Context: an optimization exercise on an open-source flow, tuned for small area. The choices shown serve that exercise and are no tape-out recipe. Where RTL was checked, it was by simulation tests only, not by an equivalence proof against the original. For runs 2 to 5, only the layout was checked, not whether the RTL still works. Power figures rest on the tool's default switching activity, not on a simulated workload.

===== flow/config.mk =====
export PLATFORM = sky130hd
export DESIGN_NAME = slot_machine_v2
export DESIGN_NICKNAME = slot_machine_v2
export VERILOG_FILES = /design/flow/design.v
export SDC_FILE = /design/flow/constraint.sdc
export NUM_CORES = 4
export LEC_CHECK = 0
export ABC_AREA = 1
export CAP_MARGIN = 20
export CORE_MARGIN = 2
export CORE_UTILIZATION = 40
export SLEW_MARGIN = 20

===== flow/constraint.sdc =====
create_clock -name core_clock -period 15.0 [get_ports {MAX10_CLK1_50}]
set_input_delay 3.0000 -clock core_clock [delete_from_list [all_inputs] [get_ports {MAX10_CLK1_50}]]
set_output_delay 3.0000 -clock core_clock [all_outputs]
set_load 0.01 [all_outputs]

===== flow/design.v =====
module debounce (
    input clk,
    input rst,
    input btn_in,      
    output reg state   
);
    localparam [6:0] END = 7'd75;
    reg [6:0] count;
    reg last_btn;
    always @(posedge clk) begin
        if (rst) begin
            count <= 7'd0;
            last_btn <= 1'b1;
            state <= 1'b0;
        end else begin
            last_btn <= btn_in;
            if (btn_in == last_btn) begin
                count <= {count[5:0], ~(count[6] ^ count[5])};
                if (count == END) state <= ~btn_in;
            end else begin
                count <= 7'd0;
            end
        end
    end
endmodule
module lfsr (
    input clk,
    input rst,
    output reg [15:0] random_out
);
    always @(posedge clk) begin
        if (rst)
            random_out <= 16'hACE1;
        else
            random_out <= {random_out[14:0],
                           random_out[15] ^ random_out[13] ^ random_out[12] ^ random_out[10]};
    end
endmodule
module slot_machine_controller (
    input clk,
    input rst,
    input btn_spin,
    input btn_reset,
    input cheat_mode,
    input [2:0] sw_bet,
    input [3:0] random_seed,
    output reg [1:0] symbol_left,
    output reg [1:0] symbol_right,
    output [9:0] leds,
    output reg [3:0] bal_h,      
    output reg [3:0] bal_t,      
    output reg [3:0] bal_o       
);
    localparam [1:0] IDLE      = 2'd0;
    localparam [1:0] IDLE_SHOW = 2'd1;
    localparam [1:0] SPIN      = 2'd2;
    localparam [1:0] WIN       = 2'd3;
    reg [1:0] state;
    reg [7:0] d;
    reg [5:0] n;
    reg [3:0] pos;
    reg [2:0] bet;           
    reg [1:0] target_left;
    reg [1:0] target_right;
    reg prev_spin, prev_reset;
    wire start_spin = btn_spin & ~prev_spin;
    wire do_reset   = btn_reset & ~prev_reset;
    wire d_zero   = (d == 8'd0);
    wire anim     = n[0] & (d == {3'd0, n[5:1]});
    wire stop_l   = (n == 6'd41) & (d == 8'd39);
    wire stop_r   = (n == 6'd61) & (d == 8'd59);
    wire flash    = (n == 6'd6) & (d == 8'd4);
    wire is_win = state[1] & state[0];
    reg [3:0] xh, xt, xo;
    wire [3:0] b_plus1 = {1'b0, bet} + 4'd1;                           
    wire [3:0] b2_ones = {1'b0, bet[1:0], 1'b0} + {2'd0, ~bet[2], 1'b0};  
    always @(*) begin
        if (!is_win) begin
            xh = 4'd9; xt = 4'd9; xo = 4'd9 - {1'b0, sw_bet};
        end else begin
            case (symbol_left)
                2'd0: begin  
                    xh = {3'd0, bet[2]}; xt = b2_ones; xo = 4'd0;
                end
                2'd1: begin  
                    xh = 4'd0; xt = {1'b0, b_plus1[3:1]}; xo = bet[0] ? 4'd0 : 4'd5;
                end
                2'd2: begin  
                    xh = 4'd0; xt = {3'd0, bet[2]}; xo = b2_ones;
                end
                default: begin  
                    xh = 4'd0; xt = 4'd0; xo = b_plus1;
                end
            endcase
        end
    end
    wire [4:0] so = bal_o + xo;
    wire co = (so > 5'd9);
    wire [3:0] ro = co ? so[3:0] + 4'd6 : so[3:0];
    wire [4:0] st_ = bal_t + xt + {4'd0, co};
    wire ct = (st_ > 5'd9);
    wire [3:0] rt = ct ? st_[3:0] + 4'd6 : st_[3:0];
    wire [4:0] sh = bal_h + xh + {4'd0, ct};
    wire ch = (sh > 5'd9);
    wire [3:0] rh = ch ? sh[3:0] + 4'd6 : sh[3:0];
    assign leds = (state == WIN) ? {10{pos[0]}} :
                  (state == IDLE) ? 10'd0 : (10'd1 << pos);
    always @(posedge clk) begin
        prev_spin  <= btn_spin;
        prev_reset <= btn_reset;
        d <= d_zero ? 8'd250 : d - 8'd1;
        if (d_zero) n <= n + 6'd1;
        if (rst) begin
            state <= IDLE;
            bal_h <= 4'd1; bal_t <= 4'd0; bal_o <= 4'd0;
            symbol_left <= 2'd0;
            symbol_right <= 2'd0;
        end else if (do_reset) begin
            bal_h <= 4'd1; bal_t <= 4'd0; bal_o <= 4'd0;
            state <= IDLE;
        end else case (state)
            IDLE, IDLE_SHOW: begin
                state <= IDLE;
                if (start_spin && ch) begin
                    bet <= sw_bet;
                    bal_h <= rh; bal_t <= rt; bal_o <= ro;
                    state <= SPIN;
                    d <= 8'd250;
                    n <= 6'd2;
                    pos <= 4'd9;
                    target_left <= random_seed[1:0];
                    target_right <= cheat_mode ? random_seed[1:0] : random_seed[3:2];
                end
            end
            SPIN: begin
                if (d_zero) pos <= (pos == 4'd0) ? 4'd9 : pos - 4'd1;
                if (anim) begin
                    if (n < 6'd40) symbol_left <= symbol_left + 2'd1;
                    symbol_right <= symbol_right + 2'd1;
                end
                if (stop_l) symbol_left <= target_left;
                if (stop_r) begin
                    symbol_right <= target_right;
                    if (symbol_left == target_right) begin
                        state <= WIN;
                        d <= 8'd250;
                        n <= 6'd2;
                        pos <= 4'd9;
                    end else begin
                        state <= IDLE_SHOW;
                    end
                end
            end
            default: begin  
                if (flash) begin
                    d <= 8'd250;
                    n <= 6'd2;
                    pos <= pos - 4'd1;
                    if (pos == 4'd3) begin
                        state <= IDLE;
                        if (ch) begin
                            bal_h <= 4'd9; bal_t <= 4'd9; bal_o <= 4'd9;
                        end else begin
                            bal_h <= rh; bal_t <= rt; bal_o <= ro;
                        end
                    end
                end
            end
        endcase
    end
endmodule
module seven_seg_decoder (
    input [3:0] num,    
    output [6:0] seg    
);
    wire A = num[3], B = num[2], C = num[1], D = num[0];
    assign seg[0] = ~(A | C | (B & D) | (~B & ~D));
    assign seg[1] = ~(~B | (~C & ~D) | (C & D));
    assign seg[2] = ~(B | ~C | D);
    assign seg[3] = ~(A | (~B & ~D) | (~B & C) | (C & ~D) | (B & ~C & D));
    assign seg[4] = ~((~B & ~D) | (C & ~D));
    assign seg[5] = ~(A | (~C & ~D) | (B & ~C) | (B & ~D));
    assign seg[6] = ~(A | (~B & C) | (B & ~C) | (C & ~D));
endmodule
module symbol_rom (
    input [1:0] symbol_id,
    input [2:0] row_idx,
    output reg [7:0] pixels
);
    always @(*) begin
        case ({symbol_id, row_idx})
            5'd0:  pixels = 8'b00110000;
            5'd1:  pixels = 8'b00110000;
            5'd2:  pixels = 8'b00110000;
            5'd3:  pixels = 8'b00011000;
            5'd4:  pixels = 8'b00001100;
            5'd5:  pixels = 8'b00000110;
            5'd6:  pixels = 8'b01111110;
            5'd7:  pixels = 8'b01111110;
            5'd8:  pixels = 8'b00011000;
            5'd9:  pixels = 8'b00111100;
            5'd10: pixels = 8'b00111100;
            5'd11: pixels = 8'b00011000;
            5'd12: pixels = 8'b00001000;
            5'd13: pixels = 8'b00000100;
            5'd14: pixels = 8'b00000010;
            5'd15: pixels = 8'b00001100;
            5'd16: pixels = 8'b00000000;
            5'd17: pixels = 8'b01111110;
            5'd18: pixels = 8'b01111110;
            5'd19: pixels = 8'b00000000;
            5'd20: pixels = 8'b00000000;
            5'd21: pixels = 8'b01111110;
            5'd22: pixels = 8'b01111110;
            5'd23: pixels = 8'b00000000;
            5'd24: pixels = 8'b00011000;
            5'd25: pixels = 8'b00000000;
            5'd26: pixels = 8'b00011000;
            5'd27: pixels = 8'b00011100;
            5'd28: pixels = 8'b00001110;
            5'd29: pixels = 8'b01100110;
            5'd30: pixels = 8'b01111110;
            default: pixels = 8'b00111100;
        endcase
    end
endmodule
module matrix_driver (
    input clk,
    input rst,
    output [2:0] current_row,
    output reg [7:0] rows        
);
    reg [6:0] scan;
    always @(posedge clk) begin
        if (rst) scan <= 7'd15;
        else     scan <= scan + 7'd1;
    end
    assign current_row = scan[6:4];
    always @(*) begin
        case (current_row)
            3'd0: rows = 8'b11111110;
            3'd1: rows = 8'b11111101;
            3'd2: rows = 8'b11111011;
            3'd3: rows = 8'b11110111;
            3'd4: rows = 8'b11101111;
            3'd5: rows = 8'b11011111;
            3'd6: rows = 8'b10111111;
            default: rows = 8'b01111111;
        endcase
    end
endmodule
module slot_machine_v2 (
    input MAX10_CLK1_50,
    input RST,    
    input KEY0,  
    input KEY1,  
    input SW0, SW1, SW2,  
    input SW9,            
    output LEDR0, LEDR1, LEDR2, LEDR3, LEDR4, LEDR5, LEDR6, LEDR7, LEDR8, LEDR9,
    output HEX00, HEX01, HEX02, HEX03, HEX04, HEX05, HEX06,
    output HEX30, HEX31, HEX32, HEX33, HEX34, HEX35, HEX36,
    output HEX40, HEX41, HEX42, HEX43, HEX44, HEX45, HEX46,
    output HEX50, HEX51, HEX52, HEX53, HEX54, HEX55, HEX56,
    output DMR0, DMR1, DMR2, DMR3, DMR4, DMR5, DMR6, DMR7,
    output DMC10, DMC11, DMC12, DMC13, DMC14, DMC15, DMC16, DMC17,
    output DMC00, DMC01, DMC02, DMC03, DMC04, DMC05, DMC06, DMC07
);
    wire btn_spin_clean;
    wire btn_reset_clean;
    wire [1:0] idx_L, idx_R;
    wire [7:0] pixels_L, pixels_R;
    wire [2:0] row_scan_idx;
    wire [15:0] rng_value;
    wire [9:0] led_wires;
    wire [3:0] bal_h, bal_t, bal_o;
    debounce db_spin  (.clk(MAX10_CLK1_50), .rst(RST), .btn_in(KEY0), .state(btn_spin_clean));
    debounce db_reset (.clk(MAX10_CLK1_50), .rst(RST), .btn_in(KEY1), .state(btn_reset_clean));
    lfsr rng_inst (.clk(MAX10_CLK1_50), .rst(RST), .random_out(rng_value));
    slot_machine_controller logic_inst (
        .clk(MAX10_CLK1_50),
        .rst(RST),
        .btn_spin(btn_spin_clean),
        .btn_reset(btn_reset_clean),
        .cheat_mode(SW9),
        .sw_bet({SW2, SW1, SW0}),
        .random_seed(rng_value[3:0]),
        .symbol_left(idx_L),
        .symbol_right(idx_R),
        .leds(led_wires),
        .bal_h(bal_h), .bal_t(bal_t), .bal_o(bal_o)
    );
    wire [6:0] hex0_out, hex3_out, hex4_out, hex5_out;
    seven_seg_decoder hex0_dec (.num({1'b0, SW2, SW1, SW0} + 4'd1), .seg(hex0_out));
    seven_seg_decoder hex3_dec (.num(bal_o), .seg(hex3_out));
    seven_seg_decoder hex4_dec (.num(bal_t), .seg(hex4_out));
    seven_seg_decoder hex5_dec (.num(bal_h), .seg(hex5_out));
    assign HEX00=hex0_out[0]; assign HEX01=hex0_out[1]; assign HEX02=hex0_out[2]; assign HEX03=hex0_out[3]; assign HEX04=hex0_out[4]; assign HEX05=hex0_out[5]; assign HEX06=hex0_out[6];
    assign HEX30=hex3_out[0]; assign HEX31=hex3_out[1]; assign HEX32=hex3_out[2]; assign HEX33=hex3_out[3]; assign HEX34=hex3_out[4]; assign HEX35=hex3_out[5]; assign HEX36=hex3_out[6];
    assign HEX40=hex4_out[0]; assign HEX41=hex4_out[1]; assign HEX42=hex4_out[2]; assign HEX43=hex4_out[3]; assign HEX44=hex4_out[4]; assign HEX45=hex4_out[5]; assign HEX46=hex4_out[6];
    assign HEX50=hex5_out[0]; assign HEX51=hex5_out[1]; assign HEX52=hex5_out[2]; assign HEX53=hex5_out[3]; assign HEX54=hex5_out[4]; assign HEX55=hex5_out[5]; assign HEX56=hex5_out[6];
    assign LEDR0 = led_wires[0]; assign LEDR1 = led_wires[1]; assign LEDR2 = led_wires[2]; assign LEDR3 = led_wires[3]; assign LEDR4 = led_wires[4];
    assign LEDR5 = led_wires[5]; assign LEDR6 = led_wires[6]; assign LEDR7 = led_wires[7]; assign LEDR8 = led_wires[8]; assign LEDR9 = led_wires[9];
    symbol_rom rom_left  (.symbol_id(idx_L), .row_idx(row_scan_idx), .pixels(pixels_L));
    symbol_rom rom_right (.symbol_id(idx_R), .row_idx(row_scan_idx), .pixels(pixels_R));
    matrix_driver driver_inst (
        .clk(MAX10_CLK1_50),
        .rst(RST),
        .current_row(row_scan_idx),
        .rows({DMR7, DMR6, DMR5, DMR4, DMR3, DMR2, DMR1, DMR0})
    );
    assign {DMC17, DMC16, DMC15, DMC14, DMC13, DMC12, DMC11, DMC10} = pixels_L;
    assign {DMC07, DMC06, DMC05, DMC04, DMC03, DMC02, DMC01, DMC00} = pixels_R;
endmodule

===== flow/run.sh =====
#!/bin/bash
# synth_recipe.tcl (not shown) runs the flow's synth.tcl, then flattens the netlist and writes it again
# the make line also repeats each setting of config.mk as NAME=value (left out here)
make -C /OpenROAD-flow-scripts/flow DESIGN_CONFIG=/design/flow/config.mk WORK_HOME=/design/flow/orfs CLKGATE_MAP_FILE= SYNTH_SCRIPT=/design/flow/synth_recipe.tcl finish

==> results of run 1 <==
==> final cells by class <==
type | instances | area, um^2 | area share [%]
Multi-Input combinational cell | 583 | 3180 | 47.5
Sequential cell | 86 | 1830 | 27.4
Timing Repair Buffer | 66 | 658 | 9.84
Inverter | 129 | 484 | 7.24
Clock buffer | 11 | 264 | 3.95
Tap cell | 180 | 225 | 3.37
Clock inverter | 5 | 43.8 | 0.655
==> stage by stage <==
stage,hold slack [ns],cell area (um^2)
after floorplan,0.331,5600
after global placement,0.332,6380
final,0.349,6690
after CTS,0.351,6690
after detailed placement,0.337,6380
after global routing,0.358,6690
==> worst max path at each step <==
stage                     start                  end  slack (ns)  cells after the start
after CTS                   SW1  logic_inst.bal_h[0]        6.04                     36
after detailed placement    SW1  logic_inst.bal_h[0]        5.68                     36
after global routing        SW1  logic_inst.bal_o[1]        5.30                     37
after global placement      SW1  logic_inst.bal_h[0]        5.89                     36
after floorplan             SW1    logic_inst.bet[0]        7.03                     32
final                       SW1  logic_inst.bal_h[0]        6.05                     36
==> routing by layer <==
metal	share of wire (%)	track usage [%]	vias to the layer above
li1	-	-	2763
met1	51	24.9	2303
met5	0	0	-
met2	45	28.8	97
met3	3.8	3.00	8
met4	0.93	5.39	0
==> cell usage in the layout, fill, tap and decap left out, types with 2 or more instances in the layout <==
master / netlist / layout
dfxtp_1: 75 / 75
nor2_1: 125 / 125
inv_1: 123 / 123
nand2_1: 146 / 146
inv_2: 3 / 3
ha_1: 44 / 44
xnor2_1: 8 / 8
inv_6: 0 / 3
a211oi_1: 8 / 8
or2_2: 11 / 11
nand4_1: 10 / 10
nand2_2: 2 / 2
o21ai_0: 62 / 62
clkinv_4: 0 / 2
nor3_1: 26 / 26
nor4_1: 4 / 4
xor2_1: 6 / 6
clkinv_1: 3 / 3
nor3_2: 3 / 3
conb_1: 1 / 4
a21oi_1: 44 / 44
nand3_1: 44 / 44
nand3b_1: 4 / 4
o221ai_1: 3 / 3
o211ai_1: 3 / 3
edfxtp_1: 11 / 11
o22ai_1: 5 / 5
a22oi_1: 3 / 3
fa_1: 4 / 4
clkdlybuf4s50_1: 0 / 65
clkbuf_16: 0 / 10
==> worst register-to-register path, delay by kind of cell, from the launching register on <==
family / cells / cell delay (ns)
buffers and inverters: 6 / 0.74
adders and majority gates: 7 / 2.20
xor gates and xnor gates: 1 / 0.27
and+or+nand+nor: 18 / 2.54
DFF: 1 / 0.38
AOI/OAI and AO/OA: 4 / 0.51
==> power groups by stage <==
| stage | combinational (mW) | sequential (mW) | clock [mW] |
|---|---|---|---|
| finish | 0.154 | 0.289 | 0.228 |
| global route | 0.180 | 0.294 | 0.244 |
| CTS | 0.154 | 0.289 | 0.235 |
| detailed placement | 0.153 | 0.294 | 0 |
| global placement | 0.153 | 0.294 | 0 |
| floorplan | 0.124 | 0.280 | 0 |
==> cell families (layout without fill, tap and decap cells) <==
logic type / Yosys count / after routing / share of synthesized area, %
AND/OR/NAND/NOR: 378 / 378 / 28.9
other: 1 / 4 / 0.0671
buffers and inverters: 148 / 211 / 10.5
flip-flops: 86 / 86 / 32.8
adder cells (fa/ha/maj): 48 / 48 / 11.3
XOR/XNOR: 14 / 14 / 2.19
AO/OA/AOI/OAI: 139 / 139 / 14.2
==> flip-flops by register name (all words and copies together), names as in the netlist, 2 cells and up <==
signal,count
logic_inst.pos,4
logic_inst.n,6
logic_inst.bal_o,4
logic_inst.symbol_left,2
db_reset.count,7
logic_inst.target_left,2
logic_inst.d,8
logic_inst.bet,3
logic_inst.bal_t,4
logic_inst.target_right,2
rng_inst.random_out,16
logic_inst.symbol_right,2
db_spin.count,7
logic_inst.bal_h,4
logic_inst.state,2
driver_inst.scan,7
==> flow_summary.toml, run 1 <==
[outcome]
status = "no timing/DRC/antenna violations"

[job]
drv_cap = 0

[floorplan]
die-area_mm2 = 0.0149
die_h_um = 122
core_region_area_mm2 = 0.0138
num_rows = 43
die_w_um = 122
initial_utilization_pct = 40.6
io_pins = 70

[timing]
setup_viol = 0
drv_slew = 0
fin_ws_ns = 6.05
finalCritPeriodShare_pct = 59.6
relSlewSlack_pct = 49.3
hold_violations = 0
period_minus_slack_ns = 8.95
fmax_ghz = 0.112
setup_total_negative_slack_ns = 0
tightestPinTransition_ns = 0.758
rsz0062_at_grt = "no"
clock_skew_ns = 0.0123

[logic_synthesis]
synthArstFlopShare_pct = 0
ys_seq_area_share_pct = 32.8
ys.flop_type = "dfxtp_1"
yosys-top-cells-count = "146 x nand2_1, 125 x nor2_1, 123 x inv_1, 75 x dfxtp_1, 62 x o21ai_0"
syn_avg_cell_area_um2 = 6.87
synth-edff-count = 11
yosysTopAreaCellShare_pct = 26.9
yosys.area.top_type = "dfxtp_1"
syn_area_mm2 = 0.00559
ys.warnings.count = 5
yosys-top-cells-area = "dfxtp_1 27%, ha_1 9.9%, nand2_1 9.8%"
synth_seq_cells = 86
synthCells = 814
synth_cell_types = 47
yosysMostFrequentCell = "nand2_1"

[power_and_ir_drop]
pwr-share-clk_pct = 34.0
p_leak_nw = 3.06
total_power_mw = 0.671
net-switching-power_mw = 0.223
power.internal_mw = 0.447
power_density_mw_per_mm2 = 100
irDropWorstVdd_uv = 72.5
swShare_pct = 33.3
power_frac_comb_pct = 22.9
p_seq_share_pct = 43.1

[global_route]
first_global_vias = 4756
grt_first_pass_wirelength_um = 22000
grt_use_total_pct = 18.0
grt_max_degree = 27
grt_antenna_before_repair = 0
grt_overflow = 0

[critical_path]
r2r_slack_ns = 8.24
path_buf_inv = 6
cpPeakStageDelay_ns = 0.57
rr_worst_depth = 36
r2r_end = "logic_inst.bal_h[0]"
crit_top_cell = "nand2_1"
cp-end-kind = "flip-flop"
crit_family = "adder cells"
cp_slowest_cell = "clkdlybuf4s50_1"
regToRegStartpoint = "logic_inst.state[1]"
crit_path_start_kind = "input pin"
cp.required_ns = 15.19
path_max_fanout = 15
crit_type = "input pin to flip-flop"
cp.arrival_ns = 9.14

[min_path]
hold_class = "flip-flop to flip-flop"
min_path_cells = 0
whs_endpoint = "logic_inst.prev_reset"
hold_start = "db_reset.state"

[cts]
cts_tree = "built"
cts-buffers-inserted = 9
cts.sinks = 86
cts_setup_buffers = 0
clkTransAtPathRegs_ns = 0.06
ctsHoldBuffers = 0
insertion_delay_ns = 0.35
root_buffer = "clkbuf_16"
clk_path_buf_depth = 2
h-tree-depth = 3
cts_resized = 0

[place]
hpwl_um = 9820
finalWeightedCongestion = 0.887
post-place-ws_ns = 5.68
port_buffers = 65
dp.cells = 1044

[route]
wire_per_inst_um = 12.1
via_count = 5171
drc = 0
drtIter0Drc = 422
firstDrtPassIters = 5
routed_wl_um = 12800
antenna_left = 0
via_per_inst = 4.88

[layout]
drive_above_1_share_pct = 4.43
final_core_util_pct = 48.5
n_fill_cell = 1440
fin_nets = 931
n_antenna_cell = 0
finalNonFillerCells = 1060
syn_to_final_growth_pct = 19.6
==> inputs of run 2 (changes only) <==
--- a/flow/design.v
+++ b/flow/design.v
@@ -3,22 +3,25 @@
     input rst,
     input btn_in,      
-    output reg state   
+    output state,      
+    output rise        
 );
-    localparam [6:0] END = 7'd75;
+    localparam [6:0] S100 = 7'd22;
     reg [6:0] count;
     reg last_btn;
+    reg state_d;       
+    assign state = (count == S100) ? ~last_btn : state_d;
+    assign rise  = state & ~state_d;
     always @(posedge clk) begin
         if (rst) begin
             count <= 7'd0;
             last_btn <= 1'b1;
-            state <= 1'b0;
+            state_d <= 1'b0;
         end else begin
             last_btn <= btn_in;
-            if (btn_in == last_btn) begin
+            state_d <= state;
+            if (btn_in == last_btn)
                 count <= {count[5:0], ~(count[6] ^ count[5])};
-                if (count == END) state <= ~btn_in;
-            end else begin
+            else
                 count <= 7'd0;
-            end
         end
     end
@@ -40,6 +43,6 @@
     input clk,
     input rst,
-    input btn_spin,
-    input btn_reset,
+    input start_spin,    
+    input do_reset,      
     input cheat_mode,
     input [2:0] sw_bet,
@@ -63,7 +66,4 @@
     reg [1:0] target_left;
     reg [1:0] target_right;
-    reg prev_spin, prev_reset;
-    wire start_spin = btn_spin & ~prev_spin;
-    wire do_reset   = btn_reset & ~prev_reset;
     wire d_zero   = (d == 8'd0);
     wire anim     = n[0] & (d == {3'd0, n[5:1]});
@@ -107,6 +107,4 @@
                   (state == IDLE) ? 10'd0 : (10'd1 << pos);
     always @(posedge clk) begin
-        prev_spin  <= btn_spin;
-        prev_reset <= btn_reset;
         d <= d_zero ? 8'd250 : d - 8'd1;
         if (d_zero) n <= n + 6'd1;
@@ -274,12 +272,13 @@
     wire [9:0] led_wires;
     wire [3:0] bal_h, bal_t, bal_o;
-    debounce db_spin  (.clk(MAX10_CLK1_50), .rst(RST), .btn_in(KEY0), .state(btn_spin_clean));
-    debounce db_reset (.clk(MAX10_CLK1_50), .rst(RST), .btn_in(KEY1), .state(btn_reset_clean));
+    wire spin_rise, reset_rise;
+    debounce db_spin  (.clk(MAX10_CLK1_50), .rst(RST), .btn_in(KEY0), .state(btn_spin_clean), .rise(spin_rise));
+    debounce db_reset (.clk(MAX10_CLK1_50), .rst(RST), .btn_in(KEY1), .state(btn_reset_clean), .rise(reset_rise));
     lfsr rng_inst (.clk(MAX10_CLK1_50), .rst(RST), .random_out(rng_value));
     slot_machine_controller logic_inst (
         .clk(MAX10_CLK1_50),
         .rst(RST),
-        .btn_spin(btn_spin_clean),
-        .btn_reset(btn_reset_clean),
+        .start_spin(spin_rise),
+        .do_reset(reset_rise),
         .cheat_mode(SW9),
         .sw_bet({SW2, SW1, SW0}),
==> flow/flow/run.sh (new file) <==
#!/bin/bash
# Own layout flow: the standard synthesis, then a stronger area re-mapping of the
# combinational logic between the (unchanged) registers, then the standard
# ORFS layout with small port buffers.
set -euo pipefail
WORK=$(pwd)
R=$WORK/orfs/results/$FLOW_PLATFORM/slot_machine_v2/base
YOSYS=${FLOW_HOME}/../tools/install/yosys/bin/yosys
[ -x "$YOSYS" ] || YOSYS=yosys

bash standard.sh synth > "$WORK/log_synth.txt" 2>&1

cp "$R/1_2_yosys.v" "$WORK/std_synth.v"
LIB=$FLOW_HOME/platforms/$FLOW_PLATFORM/lib/sky130_fd_sc_hd__tt_025C_1v80.lib \
IN=$WORK/std_synth.v OUT=$WORK/reopt.v SCRIPT=$WORK/flow/area.abc \
  "$YOSYS" -c "$WORK/flow/reopt.tcl" > "$WORK/log_reopt.txt" 2>&1
cp "$WORK/reopt.v" "$R/1_2_yosys.v"
rm -f "$R/1_synth.odb"

EXTRA=("BUFFER_PORTS_ARGS=-buffer_cell sky130_fd_sc_hd__buf_1")
if [ -f "$WORK/flow/cts_args.txt" ]; then
  EXTRA+=("CTS_ARGS=$(cat "$WORK/flow/cts_args.txt")")
fi
bash standard.sh "${EXTRA[@]}" finish > "$WORK/log_layout.txt" 2>&1
==> flow/flow/area.abc (new file) <==
strash
balance -l
resub -K 6 -l
rewrite -l
resub -K 6 -N 2 -l
refactor -l
resub -K 8 -l
balance -l
resub -K 8 -N 2 -l
rewrite -l
resub -K 10 -l
rewrite -z -l
resub -K 10 -N 2 -l
balance -l
resub -K 12 -l
refactor -z -l
resub -K 12 -N 2 -l
rewrite -z -l
balance -l
balance -l
resub -K 6 -l
rewrite -l
resub -K 6 -N 2 -l
refactor -l
resub -K 8 -l
balance -l
resub -K 8 -N 2 -l
rewrite -l
resub -K 10 -l
rewrite -z -l
resub -K 10 -N 2 -l
balance -l
resub -K 12 -l
refactor -z -l
resub -K 12 -N 2 -l
rewrite -z -l
balance -l
dch -f
amap
==> flow/flow/cts_args.txt (new file) <==
-sink_clustering_enable -repair_clock_nets -dont_use_dummy_load
==> flow/flow/reopt.tcl (new file) <==
# Re-map the combinational logic of the standard synthesis for area. Registers
# keep their instances, names and cell types.
yosys -import
set lib $::env(LIB)
read_liberty -ignore_miss_func $lib
read_verilog $::env(IN)
hierarchy -top slot_machine_v2
# registers stay cell instances; every other cell is flattened into its function
blackbox sky130_fd_sc_hd__df* sky130_fd_sc_hd__edf* sky130_fd_sc_hd__sdf*
flatten
opt_clean -purge
tee -o $::env(OUT).before.txt stat -liberty $lib
set du {}
foreach c {probe_p_8 probec_p_8 lpflow_bleeder_1 lpflow_clkbufkapwr_1 lpflow_clkbufkapwr_16 lpflow_clkbufkapwr_2 lpflow_clkbufkapwr_4 lpflow_clkbufkapwr_8 lpflow_clkinvkapwr_1 lpflow_clkinvkapwr_16 lpflow_clkinvkapwr_2 lpflow_clkinvkapwr_4 lpflow_clkinvkapwr_8 lpflow_decapkapwr_12 lpflow_decapkapwr_3 lpflow_decapkapwr_4 lpflow_decapkapwr_6 lpflow_decapkapwr_8 lpflow_inputiso0n_1 lpflow_inputiso0p_1 lpflow_inputiso1n_1 lpflow_inputiso1p_1 lpflow_inputisolatch_1 lpflow_isobufsrc_1 lpflow_isobufsrc_16 lpflow_isobufsrc_2 lpflow_isobufsrc_4 lpflow_isobufsrc_8 lpflow_isobufsrckapwr_16 lpflow_lsbuf_lh_hl_isowell_tap_1 lpflow_lsbuf_lh_hl_isowell_tap_2 lpflow_lsbuf_lh_hl_isowell_tap_4 lpflow_lsbuf_lh_isowell_4 lpflow_lsbuf_lh_isowell_tap_1 lpflow_lsbuf_lh_isowell_tap_2 lpflow_lsbuf_lh_isowell_tap_4} {
  lappend du -dont_use sky130_fd_sc_hd__$c
}
abc -liberty $lib {*}$du -script $::env(SCRIPT) slot_machine_v2
opt_clean -purge
read_liberty -lib -overwrite -ignore_miss_func $lib
hilomap -singleton -hicell sky130_fd_sc_hd__conb_1 HI -locell sky130_fd_sc_hd__conb_1 LO
insbuf -buf sky130_fd_sc_hd__buf_1 A X
opt_clean -purge
yosys rename -enumerate -pattern _r%_
tee -o $::env(OUT).after.txt stat -liberty $lib
check -assert
write_verilog -noattr -nohex -nodec $::env(OUT)
==> flow/standard.sh (new file) <==
#!/bin/bash
# synth_recipe.tcl (not shown) runs the flow's synth.tcl, then flattens the netlist and writes it again
# the make line also repeats each setting of config.mk as NAME=value (left out here)
make -C /OpenROAD-flow-scripts/flow DESIGN_CONFIG=/design/flow/config.mk WORK_HOME=/design/flow/orfs CLKGATE_MAP_FILE= SYNTH_SCRIPT=/design/flow/synth_recipe.tcl "${@:-finish}"
removed: flow/run.sh
==> flow_summary.toml, run 2 <==
[power_and_ir_drop]
swShare_pct = 28.4
net-switching-power_mw = 0.132
power_density_mw_per_mm2 = 94.9
irDropWorstVdd_uv = 55.9
power_frac_comb_pct = 15.5
p_leak_nw = 1.67
total_power_mw = 0.464
power.internal_mw = 0.332
pwr-share-clk_pct = 26.4
p_seq_share_pct = 58.2

[critical_path]
cp_slowest_cell = "clkinv_1"
cp.arrival_ns = 8.64
crit_top_cell = "nor2_1"
cpPeakStageDelay_ns = 0.47
crit_type = "input pin to flip-flop"
cp-end-kind = "flip-flop"
crit_path_start_kind = "input pin"
cp.required_ns = 15.22
path_max_fanout = 11

[cts]
h-tree-depth = 3
cts_tree = "built"
root_buffer = "clkbuf_8"
clk_path_buf_depth = 2
cts_setup_buffers = 0
cts-buffers-inserted = 9
cts_resized = 0
insertion_delay_ns = 0.35
cts.sinks = 84
ctsHoldBuffers = 0
clkTransAtPathRegs_ns = 0.08

[layout]
finalNonFillerCells = 829
fin_area_mm2 = 0.00489
reg.largest.list = "rng_inst.random_out (16), logic_inst.d (8)"
fin_nets = 699
syn_to_final_growth_pct = 12.6
drive_above_1_share_pct = 1.45
largest_register_ffs = 16
n_antenna_cell = 0
final_common_cell = "nor2_1"
layout_common_cells = "139 x nor2_1, 88 x clkinv_1, 73 x dfxtp_1"
top_register = "rng_inst.random_out"

[timing]
relSlewSlack_pct = 42.1
tightestPinTransition_ns = 0.847
drv_slew = 0
rsz0062_at_grt = "no"
fin_ws_ns = 6.58
setup_viol = 0
finalCritPeriodShare_pct = 56.1
hold_violations = 0
setup_total_negative_slack_ns = 0
clock_skew_ns = 0.0179
period_minus_slack_ns = 8.42
fmax_ghz = 0.119

[global_route]
grt_overflow = 0
grt_use_total_pct = 19.2
grt_first_pass_wirelength_um = 18100
first_global_vias = 4016
grt_max_degree = 28
grt_antenna_before_repair = 0

[floorplan]
core_region_area_mm2 = 0.0107
die_h_um = 108
initial_utilization_pct = 40.6
die-area_mm2 = 0.0117
io_pins = 70
num_rows = 38
die_w_um = 108

[min_path]
hold_class = "flip-flop to flip-flop"

[place]
post-place-ws_ns = 6.20
hpwl_um = 8370
dp.cells = 820
place_area_mm2 = 0.00477
finalWeightedCongestion = 0.856
port_buffers = 65

[route]
firstDrtPassIters = 4
routed_wl_um = 10700
via_per_inst = 5.24
drtIter0Drc = 229
antenna_left = 0
via_count = 4342
drc = 0
wire_per_inst_um = 12.9

[logic_synthesis]
syn_avg_cell_area_um2 = 7.07
synthCells = 615
ys.warnings.count = 5
syn_area_mm2 = 0.00435

[outcome]
status = "no timing/DRC/antenna violations"

[job]
drv_cap = 0
==> run 2: cell count changes in the layout (fill, tap and decap cells not counted), moves of 10 or more <==
cell | before | now
buf_1 | 0 | 65
nand2_1 | 146 | 52
nand3_1 | 44 | 8
nor2_1 | 125 | 139
or2_2 | 11 | 0
inv_1 | 123 | 0
clkinv_1 | 3 | 88
clkbuf_16 | 10 | 0
nor2b_1 | 0 | 18
clkdlybuf4s50_1 | 65 | 0
or2_0 | 0 | 11
ha_1 | 44 | 0
==> run 2: cell type report <==
| type | instances | area (um^2) |
|---|---|---|
| Clock buffer | 9 | 124 |
| Fill cell | 1069 | 5810 |
| Inverter | 88 | 330 |
| Multi-Input combinational cell | 442 | 2220 |
| Sequential cell | 84 | 1790 |
| Tap cell | 140 | 175 |
| Timing Repair Buffer | 66 | 251 |
==> run 2: power groups by stage <==
stage | Sequential (mW) | Clock, mW | Combinational (mW)
global route | 0.274 | 0.137 | 0.0832
floorplan | 0.270 | 0 | 0.0562
detailed placement | 0.275 | 0 | 0.0716
finish | 0.270 | 0.122 | 0.0719
CTS | 0.270 | 0.127 | 0.0719
global placement | 0.275 | 0 | 0.0706
==> run 2: per-stage QoR <==
stage / utilization, % / hold slack (ns)
detailed placement: 44.6 / 0.405
global route: 45.7 / 0.431
floorplan: - / 0.385
global placement: 44.6 / 0.396
CTS: 45.7 / 0.423
finish: 45.7 / 0.420
==> run 2: path summary, 6_finish.rpt <==
check / from / to / slack (ns) / depth (start not counted)
setup reg to reg: logic_inst.state[1] / logic_inst.bal_t[2] / 8.32 / 35
hold / removal: driver_inst.scan[0] / driver_inst.scan[0] / 0.42 / 1
setup / recovery: SW1 / logic_inst.bal_t[2] / 6.58 / 33
hold reg to reg: driver_inst.scan[0] / driver_inst.scan[0] / 0.42 / 1
==> run 2: metal layers <==
layer  vias up  routed length, um  track usage [%]
li1       2263                  -                -
met1      1962               4830             23.3
met2       101               5290             32.8
met3        16                440             4.34
met4         0                174             7.97
met5         -                  0                0
==> run 2: worst max-delay path: cells and delay by family <==
family / cells / cell delay (ns)
AND/OR/NAND/NOR: 17 / 2.27
buffers and inverters: 5 / 1.14
AO/OA/AOI/OAI: 11 / 2.23
==> inputs of run 3 (changes only) <==
--- a/flow/config.mk
+++ b/flow/config.mk
@@ -9,4 +9,4 @@
 export CAP_MARGIN = 20
 export CORE_MARGIN = 2
-export CORE_UTILIZATION = 40
+export CORE_UTILIZATION = 70
 export SLEW_MARGIN = 20
==> flow_summary.toml, run 3 <==
[floorplan]
die_h_um = 82.8
die_w_um = 82.8
initial_utilization_pct = 73.0
die-area_mm2 = 0.00685
num_rows = 28
core_region_area_mm2 = 0.00596
io_pins = 70

[logic_synthesis]
synthCells = 615
syn_area_mm2 = 0.00435
ys.warnings.count = 5
syn_avg_cell_area_um2 = 7.07

[timing]
finalCritPeriodShare_pct = 59.5
hold_violations = 0
drv_slew = 0
fin_ws_ns = 6.08
tightestPinTransition_ns = 0.884
setup_viol = 0
clock_skew_ns = 0.0332
fmax_ghz = 0.112
relSlewSlack_pct = 41.1
setup_total_negative_slack_ns = 0
period_minus_slack_ns = 8.92
rsz0062_at_grt = "no"

[route]
drtIter0Drc = 459
firstDrtPassIters = 8
antenna_left = 0
via_per_inst = 6.22
drc = 0
wire_per_inst_um = 15.0
via_count = 4754
routed_wl_um = 11400

[outcome]
status = "no timing/DRC/antenna violations"

[critical_path]
path_max_fanout = 11
rr_worst_depth = 35
crit_top_cell = "nor2_1"
cp.required_ns = 15.22
crit_path_start_kind = "input pin"
cp.arrival_ns = 9.14
cp-end-kind = "flip-flop"
cp_slowest_cell = "clkinv_1"
cpPeakStageDelay_ns = 0.51
crit_type = "input pin to flip-flop"

[place]
place_area_mm2 = 0.00469
finalWeightedCongestion = 0.956
hpwl_um = 8360
port_buffers = 65
post-place-ws_ns = 6.08

[cts]
root_buffer = "clkbuf_8"
insertion_delay_ns = 0.37
h-tree-depth = 3
clk_path_buf_depth = 2
cts.sinks = 84
ctsHoldBuffers = 0
cts_tree = "built"
cts_resized = 0
clkTransAtPathRegs_ns = 0.10
cts-buffers-inserted = 9
cts_setup_buffers = 0

[layout]
n_fill_cell = 400
fin_nets = 699
drive_above_1_share_pct = 1.45
largest_register_ffs = 16
syn_to_final_growth_pct = 10.7
reg.largest.list = "rng_inst.random_out (16), logic_inst.d (8)"
top_register = "rng_inst.random_out"
fin_area_mm2 = 0.00481
final_core_util_pct = 80.8
layout_common_cells = "139 x nor2_1, 88 x clkinv_1, 73 x dfxtp_1"
final_common_cell = "nor2_1"
n_antenna_cell = 0

[power_and_ir_drop]
p_leak_nw = 1.67
irDropWorstVdd_uv = 113
total_power_mw = 0.471
power_density_mw_per_mm2 = 97.9

[global_route]
grt_use_total_pct = 35.2
grt_first_pass_wirelength_um = 18600
grt_max_degree = 28
grt_antenna_before_repair = 0
first_global_vias = 4319
grt_overflow = 0

[min_path]
hold_class = "flip-flop to flip-flop"
min_path_cells = 1

[job]
drv_cap = 0
-- run 3: cell counts in the layout (fill, tap and decap cells not counted) --
No cell type changed its count.
-- run 3: stage by stage --
step	instances	hold slack, ns
2_1_floorplan	618	0.385
3_3_place_gp	755	0.398
3_5_place_dp	755	0.403
4_1_cts	764	0.405
5_1_grt	764	0.445
6_report	764	0.417
-- run 3: worst paths after layout --
kind	startpoint	slack, ns	to
max	SW1	6.08	logic_inst.bal_h[2]
min	rng_inst.random_out[5]	0.42	rng_inst.random_out[6]
max reg2reg	logic_inst.symbol_left[1]	7.91	logic_inst.bal_h[2]
min reg2reg	rng_inst.random_out[5]	0.42	rng_inst.random_out[6]
-- run 3: cell type report --
| class | instances | area (um^2) | share of cell area [%] |
|---|---|---|---|
| multi-input cells | 442 | 2220 | 46.1 |
| inverters | 88 | 330 | 6.87 |
| repair buffers | 66 | 251 | 5.23 |
| clock buffers | 9 | 124 | 2.57 |
| flip-flops and latches | 84 | 1790 | 37.2 |
| well taps | 75 | 93.8 | 1.95 |
-- run 3: power breakdown --
| group | internal [mW] | switching, mW | total (mW) |
|---|---|---|---|
| Clock | 0.0537 | 0.0700 | 0.124 |
| Combinational | 0.0292 | 0.0461 | 0.0753 |
| Sequential | 0.250 | 0.0224 | 0.272 |
-- run 3: worst max-delay path, delay by kind of cell --
kind,cells,cell delay [ns]
buf+inv,5,1.22
compound gates,11,2.40
simple gates,18,2.50
-- run 3: routing by layer --
| metal | vias to the layer above | wire [um] | track usage [%] |
|---|---|---|---|
| met3 | 68 | 981 | 9.20 |
| met5 | - | 0 | 0 |
| met4 | 0 | 469 | 20.3 |
| li1 | 2255 | - | - |
| met1 | 2140 | 4280 | 39.6 |
| met2 | 291 | 5700 | 60.1 |
==> inputs of run 4 (changes only) <==
==> flow/flow/cts_args.txt (replaced) <==
-sink_clustering_enable -repair_clock_nets -dont_use_dummy_load -buf_list sky130_fd_sc_hd__clkbuf_8 -sink_clustering_size 25
--- a/flow/config.mk
+++ b/flow/config.mk
@@ -9,4 +9,4 @@
 export CAP_MARGIN = 20
 export CORE_MARGIN = 2
-export CORE_UTILIZATION = 70
+export CORE_UTILIZATION = 40
 export SLEW_MARGIN = 20
==> flow_summary.toml, run 4 <==
[outcome]
status = "no timing/DRC/antenna violations"

[cts]
ctsHoldBuffers = 0
cts_setup_buffers = 0
clkTransAtPathRegs_ns = 0.08
h-tree-depth = 3
insertion_delay_ns = 0.35
cts_resized = 0
cts_tree = "built"
cts-buffers-inserted = 9
clk_path_buf_depth = 2
cts.sinks = 84
root_buffer = "clkbuf_8"

[layout]
layout_common_cells = "139 x nor2_1, 88 x clkinv_1, 73 x dfxtp_1"
top_register = "rng_inst.random_out"
largest_register_ffs = 16
final_core_util_pct = 45.7
final_common_cell = "nor2_1"
reg.largest.list = "rng_inst.random_out (16), logic_inst.d (8)"
drive_above_1_share_pct = 1.45
fin_nets = 699
syn_to_final_growth_pct = 12.6
n_antenna_cell = 0

[critical_path]
crit_type = "input pin to flip-flop"
cp-end-kind = "flip-flop"
r2r_end = "logic_inst.bal_t[2]"
crit_family = "simple AND/OR/NAND/NOR gates"
cp.arrival_ns = 8.64
regToRegStartpoint = "logic_inst.state[1]"
path_max_fanout = 11
cpPeakStageDelay_ns = 0.47
cp.required_ns = 15.22
crit_path_start_kind = "input pin"
rr_worst_depth = 35
r2r_slack_ns = 8.32
path_buf_inv = 5
crit_top_cell = "nor2_1"
cp_slowest_cell = "clkinv_1"

[timing]
drv_slew = 0
clock_skew_ns = 0.0179
tightestPinTransition_ns = 0.847
period_minus_slack_ns = 8.42
fmax_ghz = 0.119
relSlewSlack_pct = 42.1
finalCritPeriodShare_pct = 56.1
hold_violations = 0
rsz0062_at_grt = "no"
setup_total_negative_slack_ns = 0
setup_viol = 0

[global_route]
grt_overflow = 0
grt_use_total_pct = 19.2
grt_max_degree = 28
first_global_vias = 4016
grt_first_pass_wirelength_um = 18100
grt_antenna_before_repair = 0

[floorplan]
initial_utilization_pct = 40.6
num_rows = 38
io_pins = 70
core_region_area_mm2 = 0.0107
die-area_mm2 = 0.0117
die_w_um = 108
die_h_um = 108

[power_and_ir_drop]
p_leak_nw = 1.67
irDropWorstVdd_uv = 55.9
power_density_mw_per_mm2 = 94.9
total_power_mw = 0.464

[route]
antenna_left = 0
routed_wl_um = 10700
wire_per_inst_um = 12.9
via_per_inst = 5.24
firstDrtPassIters = 4
drtIter0Drc = 229
via_count = 4342
drc = 0

[logic_synthesis]
syn_area_mm2 = 0.00435
syn_avg_cell_area_um2 = 7.07
ys.warnings.count = 5
synthCells = 615

[min_path]
hold_start = "driver_inst.scan[0]"
hold_class = "flip-flop to flip-flop"
whs_endpoint = "driver_inst.scan[0]"
min_path_cells = 1

[place]
finalWeightedCongestion = 0.856
port_buffers = 65
hpwl_um = 8370

[job]
drv_cap = 0
## run 4: cell counts in the layout (fill, tap and decap cells not counted)
No cell type changed its count.
## run 4: worst reg2reg max path: cells and delay by family, from the launching register on
kind / cells / cell delay [ns]
simple gates: 20 / 3.00
flops: 1 / 0.34
buf+inv: 5 / 1.33
compound gates: 10 / 1.87
## run 4: power breakdown
| group | leakage, nW | switching [mW] | total, mW | internal, mW |
|---|---|---|---|---|
| logic | 0.910 | 0.0428 | 0.0719 | 0.0291 |
| registers | 0.698 | 0.0204 | 0.270 | 0.250 |
| clock network | 0.0647 | 0.0687 | 0.122 | 0.0537 |
## run 4: worst max-delay path by stage
| stage | startpoint | to | slack, ns | depth (start not counted) |
|---|---|---|---|---|
| 2_1_floorplan | SW2 | logic_inst.bal_t[0] | 7.46 | 32 |
| 3_3_place_gp | SW1 | logic_inst.bal_t[0] | 6.60 | 34 |
| 3_5_place_dp | SW1 | logic_inst.bal_t[0] | 6.20 | 34 |
| 4_1_cts | SW1 | logic_inst.bal_t[0] | 6.55 | 34 |
| 5_1_grt | SW1 | logic_inst.bal_t[0] | 5.84 | 33 |
| 6_report | SW1 | logic_inst.bal_t[2] | 6.58 | 33 |
## run 4: metrics by stage
stage	instance area, um^2	std cells	hold WS, ns	worst slack [ns]
floorplan	4360	618	0.385	7.46
CTS	4890	829	0.423	6.55
detailed placement	4770	820	0.405	6.20
finish	4890	829	0.420	6.58
global route	4890	829	0.431	5.84
global placement	4770	820	0.396	6.60
## run 4: final cells by class
| class | count | area (um^2) |
|---|---|---|
| fill | 1069 | 5810 |
| multi-input combinational | 442 | 2220 |
| sequential | 84 | 1790 |
| inverter | 88 | 330 |
| timing repair buffer | 66 | 251 |
| tap | 140 | 175 |
| clock buffer | 9 | 124 |
## run 4: layer usage
| layer | up-vias | global-route usage [%] | wire length, um |
|---|---|---|---|
| met1 | 1962 | 23.3 | 4830 |
| met2 | 101 | 32.8 | 5290 |
| met3 | 16 | 4.34 | 440 |
| met5 | - | 0 | 0 |
| met4 | 0 | 7.97 | 174 |
| li1 | 2263 | - | - |
==> inputs of run 5 (changes only) <==
==> flow/flow/cts_args.txt (replaced) <==
-sink_clustering_enable -repair_clock_nets -dont_use_dummy_load -buf_list {sky130_fd_sc_hd__clkbuf_8 sky130_fd_sc_hd__clkbuf_16} -sink_clustering_size 40 -sink_clustering_max_diameter 300
==> flow_summary.toml, run 5 <==
[outcome]
status = "no timing/DRC/antenna violations"

[critical_path]
path_max_fanout = 11
cp-end-kind = "flip-flop"
crit_type = "input pin to flip-flop"
crit_path_start_kind = "input pin"
crit_top_cell = "nor2_1"
cp.required_ns = 15.22
crit_family = "simple AND/OR/NAND/NOR gates"
cp_slowest_cell = "clkinv_1"
cp.arrival_ns = 8.64
cpPeakStageDelay_ns = 0.47
path_buf_inv = 5

[floorplan]
initial_utilization_pct = 40.6
die_h_um = 108
core_region_area_mm2 = 0.0107
die-area_mm2 = 0.0117
die_w_um = 108
num_rows = 38
io_pins = 70

[route]
drtIter0Drc = 229
drc = 0
antenna_left = 0
via_per_inst = 5.24
via_count = 4342
routed_wl_um = 10700
wire_per_inst_um = 12.9
firstDrtPassIters = 4

[timing]
setup_viol = 0
hold_violations = 0
period_minus_slack_ns = 8.42
rsz0062_at_grt = "no"
drv_slew = 0
fmax_ghz = 0.119
clock_skew_ns = 0.0179
tightestPinTransition_ns = 0.847
relSlewSlack_pct = 42.1
setup_total_negative_slack_ns = 0
finalCritPeriodShare_pct = 56.1

[global_route]
grt_overflow = 0
grt_first_pass_wirelength_um = 18100
grt_max_degree = 28
grt_antenna_before_repair = 0
grt_use_total_pct = 19.2
first_global_vias = 4016

[power_and_ir_drop]
power.internal_mw = 0.332
power_density_mw_per_mm2 = 94.9
net-switching-power_mw = 0.132
pwr-share-clk_pct = 26.4
swShare_pct = 28.4
power_frac_comb_pct = 15.5
p_leak_nw = 1.67
p_seq_share_pct = 58.2
irDropWorstVdd_uv = 55.9

[cts]
root_buffer = "clkbuf_8"
h-tree-depth = 3
cts_setup_buffers = 0
cts_tree = "built"
clk_path_buf_depth = 2
clkTransAtPathRegs_ns = 0.08
ctsHoldBuffers = 0
insertion_delay_ns = 0.35
cts-buffers-inserted = 9
cts_resized = 0
cts.sinks = 84

[layout]
final_common_cell = "nor2_1"
n_antenna_cell = 0
fin_nets = 699
syn_to_final_growth_pct = 12.6
top_register = "rng_inst.random_out"
finalNonFillerCells = 829
layout_common_cells = "139 x nor2_1, 88 x clkinv_1, 73 x dfxtp_1"
drive_above_1_share_pct = 1.45
n_fill_cell = 1069
largest_register_ffs = 16
reg.largest.list = "rng_inst.random_out (16), logic_inst.d (8)"

[logic_synthesis]
syn_area_mm2 = 0.00435
synthCells = 615
ys.warnings.count = 5
syn_avg_cell_area_um2 = 7.07

[min_path]
hold_class = "flip-flop to flip-flop"

[place]
finalWeightedCongestion = 0.856
hpwl_um = 8370
dp.cells = 820
port_buffers = 65

[job]
drv_cap = 0
[run 5: layout make-up]
cell class / instances / area [um^2] / area share (%)
tap: 140 / 175 / 3.58
clock buffer: 9 / 124 / 2.53
multi-input combinational: 442 / 2220 / 45.4
timing repair buffer: 66 / 251 / 5.14
sequential: 84 / 1790 / 36.6
inverter: 88 / 330 / 6.75
[run 5: final timing paths]
kind / start / to / slack (ns) / cells after the start
worst min register to register: driver_inst.scan[0] / driver_inst.scan[0] / 0.42 / 1
worst max register to register: logic_inst.state[1] / logic_inst.bal_t[2] / 8.32 / 35
worst max-delay path: SW1 / logic_inst.bal_t[2] / 6.58 / 33
worst min-delay path: driver_inst.scan[0] / driver_inst.scan[0] / 0.42 / 1
[run 5: power by group through the flow]
stage / logic, mW / registers (mW) / clock network (mW)
global placement: 0.0706 / 0.275 / 0
finish: 0.0719 / 0.270 / 0.122
detailed placement: 0.0716 / 0.275 / 0
floorplan: 0.0562 / 0.270 / 0
CTS: 0.0719 / 0.270 / 0.127
global route: 0.0832 / 0.274 / 0.137
[run 5: layer usage]
layer	GRT usage (%)	part of all wire (%)
met1	23.3	45
met2	32.8	49
met3	4.34	4.1
met4	7.97	1.6
met5	0	0
[run 5: through the flow]
| step | hold WS [ns] | total power [mW] | setup slack, ns | utilization, % | cell area [um^2] |
|---|---|---|---|---|---|
| after floorplan | 0.385 | 0.326 | 7.46 | - | 4360 |
| after global placement | 0.396 | 0.345 | 6.60 | 44.6 | 4770 |
| after detailed placement | 0.405 | 0.347 | 6.20 | 44.6 | 4770 |
| after CTS | 0.423 | 0.469 | 6.55 | 45.7 | 4890 |
| after global routing | 0.431 | 0.494 | 5.84 | 45.7 | 4890 |
| final | 0.420 | 0.464 | 6.58 | 45.7 | 4890 |
==> inputs of run 6 (changes only) <==
--- a/flow/design.v
+++ b/flow/design.v
@@ -3,25 +3,22 @@
     input rst,
     input btn_in,      
-    output state,      
-    output rise        
+    output reg state   
 );
-    localparam [6:0] S100 = 7'd22;
+    localparam [6:0] END = 7'd75;
     reg [6:0] count;
     reg last_btn;
-    reg state_d;       
-    assign state = (count == S100) ? ~last_btn : state_d;
-    assign rise  = state & ~state_d;
     always @(posedge clk) begin
         if (rst) begin
             count <= 7'd0;
             last_btn <= 1'b1;
-            state_d <= 1'b0;
+            state <= 1'b0;
         end else begin
             last_btn <= btn_in;
-            state_d <= state;
-            if (btn_in == last_btn)
+            if (btn_in == last_btn) begin
                 count <= {count[5:0], ~(count[6] ^ count[5])};
-            else
+                if (count == END) state <= ~btn_in;
+            end else begin
                 count <= 7'd0;
+            end
         end
     end
@@ -43,6 +40,6 @@
     input clk,
     input rst,
-    input start_spin,    
-    input do_reset,      
+    input btn_spin,
+    input btn_reset,
     input cheat_mode,
     input [2:0] sw_bet,
@@ -66,4 +63,7 @@
     reg [1:0] target_left;
     reg [1:0] target_right;
+    reg prev_spin, prev_reset;
+    wire start_spin = btn_spin & ~prev_spin;
+    wire do_reset   = btn_reset & ~prev_reset;
     wire d_zero   = (d == 8'd0);
     wire anim     = n[0] & (d == {3'd0, n[5:1]});
@@ -107,4 +107,6 @@
                   (state == IDLE) ? 10'd0 : (10'd1 << pos);
     always @(posedge clk) begin
+        prev_spin  <= btn_spin;
+        prev_reset <= btn_reset;
         d <= d_zero ? 8'd250 : d - 8'd1;
         if (d_zero) n <= n + 6'd1;
@@ -272,13 +274,12 @@
     wire [9:0] led_wires;
     wire [3:0] bal_h, bal_t, bal_o;
-    wire spin_rise, reset_rise;
-    debounce db_spin  (.clk(MAX10_CLK1_50), .rst(RST), .btn_in(KEY0), .state(btn_spin_clean), .rise(spin_rise));
-    debounce db_reset (.clk(MAX10_CLK1_50), .rst(RST), .btn_in(KEY1), .state(btn_reset_clean), .rise(reset_rise));
+    debounce db_spin  (.clk(MAX10_CLK1_50), .rst(RST), .btn_in(KEY0), .state(btn_spin_clean));
+    debounce db_reset (.clk(MAX10_CLK1_50), .rst(RST), .btn_in(KEY1), .state(btn_reset_clean));
     lfsr rng_inst (.clk(MAX10_CLK1_50), .rst(RST), .random_out(rng_value));
     slot_machine_controller logic_inst (
         .clk(MAX10_CLK1_50),
         .rst(RST),
-        .start_spin(spin_rise),
-        .do_reset(reset_rise),
+        .btn_spin(btn_spin_clean),
+        .btn_reset(btn_reset_clean),
         .cheat_mode(SW9),
         .sw_bet({SW2, SW1, SW0}),
--- a/flow/flow/run.sh
+++ b/flow/flow/run.sh
@@ -18,7 +18,3 @@
 rm -f "$R/1_synth.odb"
 
-EXTRA=("BUFFER_PORTS_ARGS=-buffer_cell sky130_fd_sc_hd__buf_1")
-if [ -f "$WORK/flow/cts_args.txt" ]; then
-  EXTRA+=("CTS_ARGS=$(cat "$WORK/flow/cts_args.txt")")
-fi
-bash standard.sh "${EXTRA[@]}" finish > "$WORK/log_layout.txt" 2>&1
+bash standard.sh "BUFFER_PORTS_ARGS=-buffer_cell sky130_fd_sc_hd__buf_1" finish > "$WORK/log_layout.txt" 2>&1
removed: flow/flow/cts_args.txt
==> flow_summary.toml, run 6 <==
[global_route]
first_global_vias = 3746
grt_use_total_pct = 17.9
grt_antenna_before_repair = 0
grt_max_degree = 31
grt_overflow = 0
grt_first_pass_wirelength_um = 16900

[power_and_ir_drop]
p_seq_share_pct = 54.5
power.internal_mw = 0.344
pwr-share-clk_pct = 30.9
net-switching-power_mw = 0.151
irDropWorstVdd_uv = 70.7
total_power_mw = 0.494
swShare_pct = 30.5
power_frac_comb_pct = 14.6
p_leak_nw = 1.71
power_density_mw_per_mm2 = 99.2

[timing]
clock_skew_ns = 0.0166
finalCritPeriodShare_pct = 57.5
setup_total_negative_slack_ns = 0
relSlewSlack_pct = 36.4
hold_ws_ns = 0.373
hold_violations = 0
setup_viol = 0
period_minus_slack_ns = 8.62
fmax_ghz = 0.116
rsz0062_at_grt = "no"
drv_slew = 0
tightestPinTransition_ns = 0.945

[logic_synthesis]
synthCells = 611
syn_avg_cell_area_um2 = 7.16
syn_area_mm2 = 0.00437
ys.warnings.count = 5

[layout]
reg.largest.list = "rng_inst.random_out (16), logic_inst.d (8)"
finalNonFillerCells = 832
top_register = "rng_inst.random_out"
layout_common_cells = "136 x nor2_1, 77 x clkinv_1, 75 x dfxtp_1"
syn_to_final_growth_pct = 13.8
largest_register_ffs = 16
n_antenna_cell = 0
final_common_cell = "nor2_1"
fin_nets = 695
drive_above_1_share_pct = 2.31

[floorplan]
core_region_area_mm2 = 0.0107
die_w_um = 109
die_h_um = 109
io_pins = 70
die-area_mm2 = 0.0118
initial_utilization_pct = 40.7
num_rows = 38

[critical_path]
crit_path_start_kind = "input pin"
cp_slowest_cell = "or4b_1"
crit_top_cell = "nor2_1"
cp.arrival_ns = 8.86
cp-end-kind = "flip-flop"
path_max_fanout = 8
crit_type = "input pin to flip-flop"
cp.required_ns = 15.24
cpPeakStageDelay_ns = 0.59

[cts]
cts_tree = "built"
cts_setup_buffers = 0
cts.sinks = 86
clk_path_buf_depth = 2
clkTransAtPathRegs_ns = 0.09
root_buffer = "clkbuf_8"
cts_resized = 0
cts-buffers-inserted = 9
h-tree-depth = 3
ctsHoldBuffers = 0
insertion_delay_ns = 0.37

[route]
via_count = 4370
drtIter0Drc = 370
via_per_inst = 5.25
routed_wl_um = 10500
antenna_left = 0
firstDrtPassIters = 6
drc = 0
wire_per_inst_um = 12.6

[min_path]
hold_class = "flip-flop to flip-flop"

[outcome]
status = "no timing/DRC/antenna violations"

[place]
hpwl_um = 7990
finalWeightedCongestion = 0.905
dp.cells = 816
port_buffers = 65

[job]
drv_cap = 0
[run 6: metrics by stage]
stage / setup slack [ns] / utilization (%) / instance area [um^2]
6_report: 6.38 / 46.3 / 4980
5_1_grt: 5.80 / 46.3 / 4980
4_1_cts: 6.47 / 46.3 / 4980
3_5_place_dp: 6.11 / 44.6 / 4800
3_3_place_gp: 6.51 / 44.6 / 4800
2_1_floorplan: 7.32 / - / 4390
[run 6: power by group through the flow]
stage               clock [mW]  sequential (mW)  combinational (mW)
floorplan                    0            0.270              0.0559
global placement             0            0.274              0.0699
detailed placement           0            0.274              0.0718
CTS                      0.158            0.269              0.0723
global route             0.168            0.272              0.0823
finish                   0.153            0.269              0.0721
[run 6: metal layers]
metal | GRT usage [%] | share of wire (%)
met2 | 30.0 | 47
met1 | 23.1 | 47
met4 | 5.04 | 1.8
met5 | 0 | 0
met3 | 4.10 | 4.9
[run 6: critical path, delay by kind of cell]
| kind | cells | cell delay (ns) |
|---|---|---|
| AO/OA/AOI/OAI | 10 | 2.02 |
| buffers and inverters | 4 | 0.74 |
| AND/OR/NAND/NOR | 22 | 3.09 |
[run 6: worst paths after layout]
kind                             from                     to  slack, ns  depth (start not counted)
setup reg to reg  logic_inst.state[1]        logic_inst.d[2]       8.06                         37
setup / recovery                  SW1        logic_inst.d[2]       6.38                         36
hold / removal         db_reset.state  logic_inst.prev_reset       0.37                          0
hold reg to reg        db_reset.state  logic_inst.prev_reset       0.37                          0
[run 6: cell type report]
| type | count | area [um^2] |
|---|---|---|
| clock buffers | 10 | 128 |
| clock inverters | 6 | 53.8 |
| fillers | 1112 | 5770 |
| inverters | 77 | 289 |
| multi-input cells | 447 | 2250 |
| flip-flops and latches | 86 | 1830 |
| well taps | 140 | 175 |
| repair buffers | 66 | 251 |

static timing again, ports no longer ideal:
No port has a modelled driver above. Below, the same layouts with a new extraction and two added sets of constraints. Step 1 (the two cells are an assumption about what drives the block):
set clk [get_ports {MAX10_CLK1_50}]
set_driving_cell -lib_cell sky130_fd_sc_hd__clkbuf_16 $clk
set_driving_cell -lib_cell sky130_fd_sc_hd__buf_2 [delete_from_list [all_inputs] $clk]
Step 2 also shifts input and output timing later by t, the mid clock arrival at the registers, as if the neighbouring blocks saw the same clock. Slacks: ideal ports / drivers / drivers and shift; pairs: ideal ports / drivers.
| run | shift t [ns] | setup slack, ns | worst setup path at the end |
|---|---|---|---|
| run 1 | 0.377 | 6.054 / 6.065 / 5.688 | input to register |
| run 2 | 0.371 | 6.584 / 6.593 / 6.222 | input to register |
| run 3 | 0.378 | 6.080 / 6.085 / 5.707 | input to register |
| run 4 | 0.371 | 6.584 / 6.593 / 6.222 | input to register |
| run 5 | 0.371 | 6.584 / 6.593 / 6.222 | input to register |
| run 6 | 0.388 | 6.379 / 6.387 / 5.999 | input to register |
After both steps setup and hold are still met in every run listed. For run 6, which loses most, drivers alone change the setup slack by +0.008 ns; drivers and shift together by -0.380 ns.
